Context: an optimization exercise on an open-source flow, tuned for small area, a short achievable clock period and few clock cycles per item. The choices shown serve that exercise and are no tape-out recipe.
The RTL was checked by simulation tests, not by an equivalence proof against the original design.

==> flow/design.v (excerpt) <==
module ahb_lite_fir_filter(
    input clk,
          n_rst,
    input logic hsel,
    input logic [3:0] haddr,
    input logic hsize,
    input logic [1:0] htrans,
    input logic hwrite,
    input logic [15:0] hwdata,
    output logic [15:0] hrdata,
    output logic hresp
);
For scale: roughly 2000 cells after synthesis, ~340 flip-flops, ~44 I/O pins, ~0.022 mm2 of cells after synthesis.
==> flow/config.mk <==
export PLATFORM = sky130hd
export DESIGN_NAME = ahb_lite_fir_filter
export DESIGN_NICKNAME = ahb_lite_fir_filter
export VERILOG_FILES = /design/flow/design.v
export SDC_FILE = /design/flow/constraint.sdc
export NUM_CORES = 4
export LEC_CHECK = 0
export ABC_CLOCK_PERIOD_IN_PS = 5500
export CAP_MARGIN = 20
export CORE_MARGIN = 2
export CORE_UTILIZATION = 60
export PLACE_DENSITY = 0.75
export SLEW_MARGIN = 20
==> flow/constraint.sdc <==
create_clock -name core_clock -period 12.0 [get_ports {clk}]
set_input_delay 2.4000 -clock core_clock [delete_from_list [all_inputs] [get_ports {clk}]]
set_output_delay 2.4000 -clock core_clock [all_outputs]
set_load 0.01 [all_outputs]
standard.sh (not shown) runs the stock make flow with config.mk's settings and CLKGATE_MAP_FILE= SYNTH_SCRIPT=/design/flow/synth_recipe.tcl, a recipe that flattens the netlist after the stock synthesis.
==> flow/flow/run.sh <==
#!/bin/bash
# The standard layout (its synthesis script, registers unchanged), with:
#  - no ABC pass inside yosys's generic synth before the adders are extracted
#    (SYNTH_ARGS=-noabc), so the hand-built adder trees reach extract_fa as
#    written, without inverters around every full adder; ABC still maps the
#    logic afterwards as usual,
#  - timing repair aimed at a setup slack margin (a shorter achieved period
#    than the 12 ns constraint), and
#  - port buffers of a regular buffer cell, and
#  - clock tree synthesis without dummy loads (capacitive cells that only balance
#    the tree).
# The clock and constraints are the standard flow's own.
set -euo pipefail
MARGIN=${MARGIN:-6.5}
bash standard.sh "SYNTH_ARGS=-noabc" "SETUP_SLACK_MARGIN=$MARGIN" \
    "BUFFER_PORTS_ARGS=-buffer_cell sky130_fd_sc_hd__buf_2" \
    "CTS_ARGS=-sink_clustering_enable -repair_clock_nets -dont_use_dummy_load -sink_clustering_size 22 -sink_clustering_max_diameter 100" finish > standard_flow.log 2>&1
The first run completed with no timing, DRC or antenna violations.
Testbench counts at the start, summed over its fixed seeds: cycles 2,064, samples 512.
Then changed:
--- a/flow/flow/run.sh
+++ b/flow/flow/run.sh
@@ -16,2 +16,2 @@
     "BUFFER_PORTS_ARGS=-buffer_cell sky130_fd_sc_hd__buf_2" \
-    "CTS_ARGS=-sink_clustering_enable -repair_clock_nets -dont_use_dummy_load -sink_clustering_size 22 -sink_clustering_max_diameter 100" finish > standard_flow.log 2>&1
+    "CTS_ARGS=-sink_clustering_enable -repair_clock_nets -dont_use_dummy_load" finish > standard_flow.log 2>&1
Settings changed: CORE_UTILIZATION 60 to 40, PLACE_DENSITY 0.75 to unset.
The new run completed without violations. Sequential cell count stays the same. Final area came out higher by a few percent. Area after synthesis does not change.

* * *

== run 1 ==
ahb_lite_fir_filter, a different RTL version from the one above (not shown whole).
Size in the first run: roughly 21,000 um^2 of cells after synthesis.
Design ahb_lite_fir_filter, start of the top module:
module ahb_lite_fir_filter(
    input clk,
          n_rst,
    input logic hsel,
    input logic [3:0] haddr,
    input logic hsize,
    input logic [1:0] htrans,
    input logic hwrite,
    input logic [15:0] hwdata,
    output logic [15:0] hrdata,
    output logic hresp
);
    logic nonseq_wr, a15, ro, wr_req, rd_req;
    assign nonseq_wr = hwrite & (htrans == 2'b10);
    assign a15       = (haddr == 4'd15);
    assign ro        = (haddr[3:2] == 2'b00);
    assign hresp     = hsel & (a15 | (nonseq_wr & ro));
    assign wr_req    = hsel & nonseq_wr & ~ro & ~a15;
    assign rd_req    = hsel & ~nonseq_wr & ~a15;
    localparam int K = 9;                   
    localparam int L = 15 - K;              
    logic          wr_pend;
    logic [2:0]    wr_pair;
    logic [15:0]   smp, c0, c1, c2, c3;     
    logic [7:0]    r14, r15;                
    logic [15:0]   f0, f1, f2, f3;          
    logic [15:0]   h1, h2;                  
    logic          samp_pend;               
    logic [1:0]    seq;                     
    logic          k_t0, k_t2, k_t1, k_t3;  
    logic [15:0]   s1s, s1c;                
    logic          s1k;                     
    localparam int M = (18 - K) / 2;        
    logic [M-1:0]  bo_neg, bo_one, bo_two;  
    logic [15:0]   b2;                      
    logic [17:0]   ap;                      
    logic          apw;
    logic [17:0]   nb;                      
    logic [1:0]    nbc;
    logic [16:0]   res;                     
    logic          resw;
    logic          err;
    logic          smp_v, h1_v, h2_v, r_v, acc_v, res_v;
    logic [3:0]    c_v, f_v;
    logic wr_smp, wr_c0, wr_c1, wr_c2, wr_c3, wr_r14;
    assign wr_smp = wr_pend & (wr_pair == 3'd2);
    assign wr_c0  = wr_pend & (wr_pair == 3'd3);
    assign wr_c1  = wr_pend & (wr_pair == 3'd4);
    assign wr_c2  = wr_pend & (wr_pair == 3'd5);
    assign wr_c3  = wr_pend & (wr_pair == 3'd6);
    assign wr_r14 = wr_pend & (wr_pair == 3'd7);
    logic s1_free, s1_hw, s1_sm, do_load;
    assign s1_free = (seq == 2'd0);
  ...
==> flow/config.mk <==
export PLATFORM = sky130hd
export DESIGN_NAME = ahb_lite_fir_filter
export DESIGN_NICKNAME = ahb_lite_fir_filter
export VERILOG_FILES = /design/flow/design.v
export SDC_FILE = /design/flow/constraint.sdc
export NUM_CORES = 4
export LEC_CHECK = 0
export ABC_CLOCK_PERIOD_IN_PS = 5500
export CAP_MARGIN = 20
export CORE_MARGIN = 2
export CORE_UTILIZATION = 40
export GPL_TIMING_DRIVEN = 0
export SLEW_MARGIN = 20
==> flow/constraint.sdc <==
create_clock -name core_clock -period 12.0 [get_ports {clk}]
set_input_delay 2.4000 -clock core_clock [delete_from_list [all_inputs] [get_ports {clk}]]
set_output_delay 2.4000 -clock core_clock [all_outputs]
set_load 0.01 [all_outputs]
==> flow/flow/run.sh <==
#!/bin/bash
# The standard layout (its synthesis script, registers unchanged), with:
#  - no ABC pass inside yosys's generic synth before the adders are extracted
#    (SYNTH_ARGS=-noabc), so the hand-built adder trees reach extract_fa as
#    written, without inverters around every full adder; ABC still maps the
#    logic afterwards as usual,
#  - timing repair aimed at a setup slack margin (a shorter achieved period
#    than the 12 ns constraint), and
#  - port buffers of a regular buffer cell, and
#  - clock tree synthesis without dummy loads (capacitive cells that only balance
#    the tree).
# The clock and constraints are the standard flow's own.
set -euo pipefail
MARGIN=${MARGIN:-6.5}
bash standard.sh "SYNTH_ARGS=-noabc" "SETUP_SLACK_MARGIN=$MARGIN" \
    "BUFFER_PORTS_ARGS=-buffer_cell sky130_fd_sc_hd__buf_2" \
    "CTS_ARGS=-sink_clustering_enable -repair_clock_nets -dont_use_dummy_load -sink_clustering_size 22 -sink_clustering_max_diameter 100" finish > standard_flow.log 2>&1
Testbench counts of run 1, summed over its fixed seeds: cycles 2,064, samples 512.
Modified inputs, run 2 compared to run 1
diff --git a/flow/config.mk b/flow/config.mk
--- a/flow/config.mk
+++ b/flow/config.mk
@@ -10,4 +10,4 @@
 export CORE_MARGIN = 2
 export CORE_UTILIZATION = 40
-export GPL_TIMING_DRIVEN = 0
+export GPL_ROUTABILITY_DRIVEN = 0
 export SLEW_MARGIN = 20
[summary]
Delta (run 2 minus run 1): synthesized netlist cell count held; initial antenna violation count up 1; maximum operating frequency saw an increase. As of run 2, total half-perimeter wirelength after legalization and detailed placement had fallen by a little under 10% compared to run 1. Reported for run 2 and run 1, synthesized area turned out identical to the last digit. The lower routed wire length came out of run 2. In the reports for run 2 and run 1, the smaller fraction of met3 tracks used by global routing belongs to run 2. On clock transition at the register clock pins on the worst setup and hold paths after CTS, run 2 tracks run 1 almost exactly.
Setup changes, run 2 to run 3
diff --git a/flow/config.mk b/flow/config.mk
--- a/flow/config.mk
+++ b/flow/config.mk
@@ -6,8 +6,8 @@
 export NUM_CORES = 4
 export LEC_CHECK = 0
+export ABC_AREA = 1
 export ABC_CLOCK_PERIOD_IN_PS = 5500
 export CAP_MARGIN = 20
 export CORE_MARGIN = 2
 export CORE_UTILIZATION = 40
-export GPL_ROUTABILITY_DRIVEN = 0
 export SLEW_MARGIN = 20
Results
Every run (run 3 and run 2) finished clean.
Run 3 vs run 2: buffer and inverter count on the worst path up in run 3
Run 2 → run 3: via count increased by 9.9% relative to the old numbers.
Summary — setup slack on the worst flop-to-flop path, run 3 relative to run 2: higher, by 150 ps.
Of run 3 and run 2, the lower sequential share of cell area belongs to run 3.

## re-timing with driven ports
How much do the figures lean on ideal ports? The routed layouts below were timed once more, with nothing changed but the port constraints.
Step 1, drivers: a clkbuf_16 drives clk and a buf_2 each remaining input, both assumed.
Step 2 times the ports against the registers' clock, not the clock port: input delays grow and output delays shrink by t, the midpoint of the rising clock arrivals with the driver on.
Three values: no drivers, after step 1, after step 2; two values: the first two.
| run | t (ns) | setup WS [ns] | hold slack, ns |
|---|---|---|---|
| the first run of note 1 | 0.566 | 6.537 / 6.495 / 6.211 | 0.469 / 0.469 / 0.469 |
| the second run of note 1 | 0.595 | 6.538 / 6.500 / 6.017 | 0.474 / 0.474 / 0.474 |
| run 1 | 0.577 | 6.465 / 6.412 / 6.166 | 0.401 / 0.401 / 0.401 |
| run 2 | 0.565 | 6.561 / 6.499 / 6.299 | 0.437 / 0.437 / 0.437 |
| run 3 | 0.588 | 6.491 / 6.423 / 6.123 | 0.445 / 0.445 / 0.445 |
After both steps setup and hold are still met in every run listed. The setup slack of the second run of note 1, which loses most, moves by -0.038 ns with the drivers and by -0.521 ns with both steps.
